What follows belongs to an exercise in optimizing a design on an open flow for small area and a short achievable clock period; a production flow would make more cautious choices. Where RTL was checked, it was by simulation tests only, not by an equivalence proof against the original.

Design pipelined_iir, start of the top module:
module pipelined_iir(clk, reset, x, y);
  input wire clk, reset;
  input wire signed [31:0] x;
  output wire signed [31:0] y;
  reg [31:0] xr;    
  reg [43:0] qr;    
  wire [63:0] t;
  wire [43:0] q = t[63:20];
  reg [63:0] w11;   
  reg [4:0] wc11;  
  reg [63:0] w10;   
  reg [4:0] wc10;  
  reg [63:0] w9;   
  reg [4:0] wc9;  
  reg [63:0] w8;   
  reg [4:0] wc8;  
  reg [63:0] w7;   
  reg [4:0] wc7;  
  reg [63:0] w6;   
  reg [4:0] wc6;  
  reg [63:0] w5;   
  reg [4:0] wc5;  
  reg [63:0] w4;   
  reg [4:0] wc4;  
  reg [63:0] w3;   
  reg [4:0] wc3;  
  reg [63:0] w2;   
  reg [4:0] wc2;  
  reg [63:0] s1;    
  wire n1 = qr[1] ^ qr[0];
  wire n2 = qr[2] ^ qr[1];
  wire n3 = qr[3] ^ qr[2];
  wire n4 = qr[4] ^ qr[3];
  wire n5 = qr[5] ^ qr[4];
  wire n6 = qr[6] ^ qr[5];
  wire n7 = qr[7] ^ qr[6];
  wire n8 = qr[8] ^ qr[7];
  wire n9 = qr[9] ^ qr[8];
  wire n10 = qr[10] ^ qr[9];
  wire n11 = qr[11] ^ qr[10];
  wire n12 = qr[12] ^ qr[11];
  wire n13 = qr[13] ^ qr[12];
  ...
For scale: roughly 11000 cells after synthesis, ~830 flip-flops, ~66 I/O pins, ~0.15 mm² of cells after synthesis.
export LEC_CHECK = 0
export CAP_MARGIN = 40
export CORE_MARGIN = 2
export CORE_UTILIZATION = 70
export PLACE_DENSITY = 0.8
export SLEW_MARGIN = 40
export SYNTH_HIERARCHICAL = 1
export SYNTH_MINIMUM_KEEP_SIZE = 0
create_clock -name core_clock -period 32.0 [get_ports {clk}]
standard.sh (not shown) runs the stock make flow with config.mk's settings and CLKGATE_MAP_FILE= SYNTH_SCRIPT=/design/flow/synth_recipe.tcl, a recipe that flattens the netlist after the stock synthesis.
==> flow/flow/run.sh <==
#!/bin/bash
set -euo pipefail
export SETUP_SLACK_MARGIN=16
bash standard.sh MATCH_CELL_FOOTPRINT=0   finish > standard.log 2>&1
The first run completed without violations.
Change:
CORE_UTILIZATION = 45   (was 70)
PLACE_DENSITY = 0.75   (was 0.8)
After rerunning:
- The new run finished clean
- cell area came out higher slightly
- clock skew came out higher by 0.078 ns
- routed wire length came out higher slightly
- global-route usage shrinks by 22 points
- worst setup slack loses 0.28 ns
- sequential share of layout area drops by 0.18 points
- register-to-register slack gets better by 0.36 ns
- non-clock buffer count goes up by 32
No functional check of the RTL was part of any run of this note.

pipelined_iir, a different RTL version from the one above (not shown whole).
Size: ~11,000 cells after synthesis, roughly 830 flip-flops, about 66 I/O pins.
## pipelined_iir
module pipelined_iir(clk, reset, x, y);
  input wire clk, reset;
  input wire signed [31:0] x;
  output wire signed [31:0] y;
  reg [31:0] xr;    
  reg [43:0] qr;    
  wire [63:0] t;
  wire [43:0] q = t[63:20];
  reg [63:0] w11;   
  reg [4:0] wc11;  
  reg [63:0] w10;   
  reg [4:0] wc10;  
  reg [63:0] w9;   
  reg [4:0] wc9;  
  reg [63:0] w8;   
  reg [4:0] wc8;  
  reg [63:0] w7;   
  reg [4:0] wc7;  
  reg [63:0] w6;   
  reg [4:0] wc6;  
  reg [63:0] w5;   
  reg [4:0] wc5;  
  reg [63:0] w4;   
  reg [4:0] wc4;  
  reg [63:0] w3;   
  reg [4:0] wc3;  
  reg [63:0] w2;   
  reg [4:0] wc2;  
  reg [63:0] s1;    
  wire n1 = qr[1] ^ qr[0];
  wire n2 = qr[2] ^ qr[1];
  wire n3 = qr[3] ^ qr[2];
  wire n4 = qr[4] ^ qr[3];
  wire n5 = qr[5] ^ qr[4];
  wire n6 = qr[6] ^ qr[5];
  wire n7 = qr[7] ^ qr[6];
  wire n8 = qr[8] ^ qr[7];
  wire n9 = qr[9] ^ qr[8];
  wire n10 = qr[10] ^ qr[9];
  wire n11 = qr[11] ^ qr[10];
  wire n12 = qr[12] ^ qr[11];
  wire n13 = qr[13] ^ qr[12];
  wire n14 = qr[14] ^ qr[13];
  wire n15 = qr[15] ^ qr[14];
  wire n16 = qr[16] ^ qr[15];
  wire n17 = qr[17] ^ qr[16];
  wire n18 = qr[18] ^ qr[17];
  wire n19 = qr[19] ^ qr[18];
  wire n20 = qr[20] ^ qr[19];
  wire n21 = qr[21] ^ qr[20];
  wire n22 = qr[22] ^ qr[21];
  wire n23 = qr[23] ^ qr[22];
  wire n24 = qr[24] ^ qr[23];
  wire n25 = qr[25] ^ qr[24];
  wire n26 = qr[26] ^ qr[25];
  wire n27 = qr[27] ^ qr[26];
  wire n28 = qr[28] ^ qr[27];
  wire n29 = qr[29] ^ qr[28];
  wire n30 = qr[30] ^ qr[29];
  wire n31 = qr[31] ^ qr[30];
  wire n32 = qr[32] ^ qr[31];
  wire n33 = qr[33] ^ qr[32];
  wire n34 = qr[34] ^ qr[33];
  wire n35 = qr[35] ^ qr[34];
  wire n36 = qr[36] ^ qr[35];
  wire n37 = qr[37] ^ qr[36];
  wire n38 = qr[38] ^ qr[37];
  wire n39 = qr[39] ^ qr[38];
  wire n40 = qr[40] ^ qr[39];
  wire n41 = qr[41] ^ qr[40];
  wire n42 = qr[42] ^ qr[41];
  wire n43 = qr[43] ^ qr[42];
  wire n44 = qr[43] ^ qr[43];
  wire n45 = qr[43] ^ qr[43];
  wire n46 = qr[1] & qr[0];
  wire n47 = qr[2] & qr[1];
  wire n48 = qr[3] & qr[2];
  wire n49 = qr[4] & qr[3];
  wire n50 = qr[5] & qr[4];
  wire n51 = qr[6] & qr[5];
  wire n52 = qr[7] & qr[6];
  wire n53 = qr[8] & qr[7];
  ...
clock: 32.0 ns
lec_check: 0
cap_margin: 40
core_margin: 2
core_utilization: 45
slew_margin: 40
synth_hierarchical: 1
synth_minimum_keep_size: 0
==> flow/flow/run.sh <==
#!/bin/bash
set -euo pipefail
export SETUP_SLACK_MARGIN=16
bash standard.sh MATCH_CELL_FOOTPRINT=0 finish > standard.log 2>&1
==> next run, changes <==
==> flow/flow/run.sh (replaced) <==
#!/bin/bash
set -euo pipefail
export SETUP_SLACK_MARGIN=15
bash standard.sh MATCH_CELL_FOOTPRINT=0 finish > standard.log 2>&1
Outcome: Global-route usage went down by 0.50 points; area after synthesis does not change; maximum frequency hardly moves.
No run of this note included a check of the RTL's function; only the layout flow was run.

Another version of the RTL of pipelined_iir (not shown whole).
For scale: ~11000 cells after synthesis, roughly 830 flip-flops, ~66 I/O pins, roughly 0.15 mm^2 of cells after synthesis.
Settings: LEC_CHECK=0, CAP_MARGIN=40, CORE_MARGIN=2, CORE_UTILIZATION=45, SLEW_MARGIN=40, SYNTH_HIERARCHICAL=1, SYNTH_MINIMUM_KEEP_SIZE=0; clock period 32.0 ns.
==> flow/flow/run.sh <==
#!/bin/bash
set -euo pipefail
export SETUP_SLACK_MARGIN=17
bash standard.sh MATCH_CELL_FOOTPRINT=0 finish > standard.log 2>&1
The starting point completed with no timing, DRC or antenna violations.
Rerun with:
--- a/flow/flow/run.sh
+++ b/flow/flow/run.sh
@@ -3 +3 @@
-export SETUP_SLACK_MARGIN=17
+export SETUP_SLACK_MARGIN=16
=> Design area drops by 0.60%; synthesized cell count is unchanged; routed wire length came out lower by 0.97%.
Rerun with:
Settings changed: PLACE_DENSITY from default to 0.85.
Wire length is higher by about 2.4%.
Non-clock buffer count is higher by 135.
Cell count is higher by 0.99%.
Worst setup slack gets worse by 0.61 ns.
Synthesized cell count stays the same.
Hold slack gets better by 0.0062 ns.
Die area does not change.
Clock skew is higher by 0.0081 ns.
No run of this note included a check of the RTL's function; only the layout flow was run.

== run 1 ==
pipelined_iir, a different RTL version from the one above (not shown whole).
Size: ~11,000 cells after synthesis, ~66 I/O pins, roughly 0.15 sq mm of cells after synthesis.
clock: 32.0 ns
lec_check: 0
cap_margin: 40
core_margin: 2
core_utilization: 60
cts_cluster_diameter: 100
cts_cluster_size: 20
place_density: 0.7
slew_margin: 40
synth_hierarchical: 1
synth_minimum_keep_size: 0
tns_end_percent: 0
==> flow/flow/run.sh <==
#!/bin/bash
set -euo pipefail
export SETUP_SLACK_MARGIN=16
bash standard.sh MATCH_CELL_FOOTPRINT=0 IO_CONSTRAINTS=$PWD/flow/io.tcl  finish > standard.log 2>&1
==> flow/flow/io.tcl <==
# data pins in one ordered group on the bottom edge: y[i] next to the x bits that feed it most
set_io_pin_constraint -group -order -region bottom:* -pin_names {x[0] x[1] x[2] x[3] x[4] x[5] x[6] x[7] x[8] x[9] x[10] y[0] x[11] y[1] x[12] y[2] x[13] y[3] x[14] y[4] x[15] y[5] x[16] y[6] x[17] y[7] x[18] y[8] x[19] y[9] x[20] y[10] x[21] y[11] x[22] y[12] x[23] y[13] x[24] y[14] x[25] y[15] x[26] y[16] x[27] y[17] x[28] y[18] x[29] y[19] x[30] y[20] x[31] y[21] y[22] y[23] y[24] y[25] y[26] y[27] y[28] y[29] y[30] y[31]}
Inputs modified between run 1 and run 2:
Settings: a deleted CTS_CLUSTER_SIZE that had been 20; a deleted CTS_CLUSTER_DIAMETER that had been 100; a change of PLACE_DENSITY from 0.7 to 0.8.
==> comparison <==
Side by side, setup slack turned out lower in run 2 than in run 1. Compared with run 1, in run 2 highest attainable clock frequency neither gained nor lost much, via count now larger, cell count after placement about even, number of cells in the finished layout apart from fillers has increased.
What run 3 does differently from run 2 at the input level:
Settings: putting CTS_CLUSTER_DIAMETER at 100 where nothing was set; putting CTS_CLUSTER_SIZE at 24 where nothing was set.
[summary]
The sequential share of layout area of run 3 and that of run 2 are within noise of each other.
The flow did not stop early for run 3: all stages ran, and the layout cleared the timing, design-rule and antenna checks.
The multi-input gate area in the final layout was comparable across run 2 and run 3.
Looking only at first-pass GRT wire length, and setting everything else aside, the lower value of run 2 and run 3 goes to run 3.
Compared with run 2, in run 3 clock skew saw a decrease, number of antenna violations at the first check in global routing grew by 31%.
The inputs of run 4 differ from those of run 3 as listed below.
Settings: CTS_CLUSTER_SIZE: 24 -> 20.
==> flow/flow/run.sh <==
#!/bin/bash
set -euo pipefail
export SETUP_SLACK_MARGIN=16
bash standard.sh MATCH_CELL_FOOTPRINT=0 IO_CONSTRAINTS=$PWD/flow/io.tcl finish > standard.log 2>&1
Findings:
- Each of the runs, namely run 3 and run 4, reached the end of the flow and came out clean.
- As far as final standard cell count with taps included and fillers excluded is concerned, run 3 and run 4 perform about the same.
- Run 3 ended up with maj3_2 as its cell with the largest stage delay on the worst path; run 4 ended up with ha_1.
- Run 3 and run 4 ended up with nearly the same maximum frequency.
- Any difference in minimum clock period between run 3 and run 4 is small enough to ignore.
- | final area | run 3 vs run 4 | ≈ equal |
- Comparing number of clock buffers in the layout for run 3 and run 4, the smaller number came from run 3.
- In terms of count of plain and timing-repair buffers, run 3 and run 4 differ only marginally.
- Looking at run 3 and run 4, the routed wire length is a wash.
- Sort run 3 and run 4 by hold slack, ascending, and run 4 comes first.
- End point of the critical path = y[31]: run 3; end point of the critical path = y[28]: run 4
- The period utilization of run 3 and that of run 4 are within noise of each other.
- Fraction of final layout cells with drive strength greater than 1: run 4 vs run 3, no meaningful difference
The following lists how run 5 was set up differently from run 4:
Settings: CTS_CLUSTER_DIAMETER now 140, was 100.
==> flow/flow/run.sh <==
#!/bin/bash
set -euo pipefail
export SETUP_SLACK_MARGIN=16
bash standard.sh MATCH_CELL_FOOTPRINT=0 IO_CONSTRAINTS=$PWD/flow/io.tcl  finish > standard.log 2>&1
Notes after the runs:
- Run 5 completed end to end with timing, DRC and antenna clean.
- Re compound-cell area share of the yosys netlist: no difference whatsoever between run 5 and run 4.
- The maximum operating frequency of run 4 and that of run 5 are within noise of each other.
- Between run 4 and run 5, worst setup slack is higher for run 4, run 5 comes in under that.
- Going from run 4 to run 5, the multi-input gate share of the layout cell area was found to have gone up by 0.40 points.
- Run 4 -> run 5: effective utilization at floorplan delta 0, exact match
- On clock slew at the register clock pins of the worst setup and hold paths, run 4 and run 5 are basically level.

## harbor
Another version of the RTL of pipelined_iir (not shown whole).
Size: about 11,000 cells after synthesis, ~830 flip-flops, ~150,000 um^2 of cells after synthesis.
export LEC_CHECK = 0
export CAP_MARGIN = 40
export CORE_MARGIN = 2
export CORE_UTILIZATION = 45
export PLACE_DENSITY = 0.75
export SLEW_MARGIN = 40
export SYNTH_HIERARCHICAL = 1
export SYNTH_MINIMUM_KEEP_SIZE = 0
create_clock -name core_clock -period 32.0 [get_ports {clk}]
==> flow/flow/run.sh <==
#!/bin/bash
set -euo pipefail
export SETUP_SLACK_MARGIN=16
bash standard.sh MATCH_CELL_FOOTPRINT=0 finish > standard.log 2>&1
What garnet does differently from harbor at the input level:
diff --git a/flow/config.mk b/flow/config.mk
--- a/flow/config.mk
+++ b/flow/config.mk
@@ -8 +8 @@
-export CAP_MARGIN = 40
+export CAP_MARGIN = 15
@@ -12 +12 @@
-export SLEW_MARGIN = 40
+export SLEW_MARGIN = 15
==> notes.md <==
Via count in garnet is 697 higher than in harbor. Number of buffers added to fix hold violations after cts: harbor vs garnet identical. [compare] base=harbor new=garnet: routed wire length flat. Looking at non-clock buffer count, garnet sits about 2.3% lower than harbor does.
Function was not checked in any run of this note: the RTL went through the layout flow alone.

Another version of the RTL of pipelined_iir (not shown whole).
For scale: ~12000 cells after synthesis, roughly 66 I/O pins, ~150000 um2 of cells after synthesis.
// pipelined_iir
module pipelined_iir(clk, reset, x, y);
  input wire clk, reset;
  input wire signed [31:0] x;
  output wire signed [31:0] y;
  reg [31:0] xr;    
  reg [43:0] qr;    
  reg [63:0] w11;   
  reg [2:0] wc11;  
  reg [63:0] w10;   
  reg [2:0] wc10;  
  reg [63:0] w9;   
  reg [2:0] wc9;  
  reg [63:0] w8;   
  reg [2:0] wc8;  
  reg [63:0] w7;   
  reg [2:0] wc7;  
  reg [63:0] w6;   
  reg [2:0] wc6;  
  reg [63:0] w5;   
  reg [2:0] wc5;  
  reg [63:0] w4;   
  reg [2:0] wc4;  
  reg [63:0] w3;   
  reg [2:0] wc3;  
  reg [63:0] w2;   
  reg [2:0] wc2;  
  reg [63:0] w1;   
  reg [2:0] wc1;  
  wire signed [45:0] fq3 = ($signed(qr) <<< 0) + ($signed(qr) <<< 1);
  wire signed [48:0] fq23 = ($signed(fq3) <<< 3) - ($signed(qr) <<< 0);
  wire signed [48:0] fq25 = ($signed(qr) <<< 0) + ($signed(fq3) <<< 3);
  wire signed [48:0] fq27 = ($signed(fq3) <<< 0) + ($signed(fq3) <<< 3);
  wire signed [34:0] fx5 = ($signed(xr) <<< 0) + ($signed(xr) <<< 2);
  wire signed [35:0] fx15 = ($signed(xr) <<< 4) - ($signed(xr) <<< 0);
  wire signed [35:0] fx11 = ($signed(xr) <<< 0) + ($signed(fx5) <<< 1);
  wire signed [35:0] fx13 = ($signed(xr) <<< 3) + ($signed(fx5) <<< 0);
  wire n1 = ~fx13[0];
  wire n2, n3; iir_fa un2 (.a(fq27[5]), .b(fx11[4]), .c(n1), .s(n2), .co(n3));
  ...
Settings: LEC_CHECK=0, CAP_MARGIN=40, CORE_MARGIN=2, CORE_UTILIZATION=35, SLEW_MARGIN=40, SYNTH_HIERARCHICAL=1, SYNTH_MINIMUM_KEEP_SIZE=0; clock period 32.0 ns.
run.sh (not shown) runs the stock make flow with config.mk's settings and CLKGATE_MAP_FILE= SYNTH_SCRIPT=/design/flow/synth_recipe.tcl, a recipe that flattens the netlist after the stock synthesis.
Stock flow here: none of the scripts above is used.
Change:
--- a/flow/config.mk
+++ b/flow/config.mk
@@ -8,5 +8,5 @@
 export CAP_MARGIN = 40
 export CORE_MARGIN = 2
-export CORE_UTILIZATION = 35
+export CORE_UTILIZATION = 60
 export SLEW_MARGIN = 40
 export SYNTH_HIERARCHICAL = 1
- The new run produced a clean layout
- cell count shrinks by 13%
- count of clock-buffer cells in the layout grows by 2
- worst setup slack improved by 540 ps
No functional check of the RTL was part of any run of this note.

static timing again, ports no longer ideal:
No port has a modelled driver above. Below, the same layouts with a new extraction and two added sets of constraints. Step 1 (the two cells are an assumption about what drives the block):
set clk [get_ports {clk}]
set_driving_cell -lib_cell sky130_fd_sc_hd__clkbuf_16 $clk
set_driving_cell -lib_cell sky130_fd_sc_hd__buf_2 [delete_from_list [all_inputs] $clk]
Step 2 adds t to the input delays and takes it off the output delays; t is the mean of the earliest and latest rising clock arrival at the registers after step 1. Input paths then give back, and output paths get back, about the clock's delay inside the block. Slacks: no drivers / after step 1 / after step 2; pairs: no drivers / after step 1.
run	shift t [ns]	setup WS [ns]	worst setup path at the end	worst register clock-pin slew, ns
the first run of note 1	0.948	15.192 / 15.146 / 15.146	input to output	0.07 / 0.07
the second run of note 1	1.008	14.912 / 14.843 / 14.843	input to output	0.07 / 0.07
the first run of note 2	0.968	14.619 / 14.580 / 14.580	input to output	0.08 / 0.08
the second run of note 2	1.043	14.645 / 14.584 / 14.523	input to register	0.07 / 0.07
the first run of note 3	0.945	15.126 / 15.067 / 15.067	input to output	0.08 / 0.08
the second run of note 3	0.931	15.112 / 15.070 / 15.070	input to output	0.07 / 0.07
the third run of note 3	0.920	14.504 / 14.410 / 14.410	input to output	0.08 / 0.08
run 1	0.891	15.595 / 15.521 / 14.938	input to register	0.10 / 0.10
run 2	0.965	15.571 / 15.523 / 14.882	input to register	0.07 / 0.07
run 3	0.904	15.600 / 15.549 / 14.875	input to register	0.11 / 0.11
run 4	0.903	15.600 / 15.567 / 14.841	input to register	0.10 / 0.10
run 5	0.935	15.584 / 15.542 / 14.831	input to register	0.12 / 0.12
harbor	1.024	14.673 / 14.615 / 14.615	input to output	0.07 / 0.07
garnet	1.022	14.666 / 14.599 / 14.599	input to output	0.07 / 0.07
the first run of note 6	0.939	11.589 / 11.565 / 11.565	input to output	0.08 / 0.08
the second run of note 6	0.953	12.132 / 12.099 / 12.099	input to output	0.08 / 0.08
After both steps setup and hold are still met in every run listed. For run 4, which loses most, drivers alone change the setup slack by -0.033 ns; drivers and shift together by -0.759 ns.
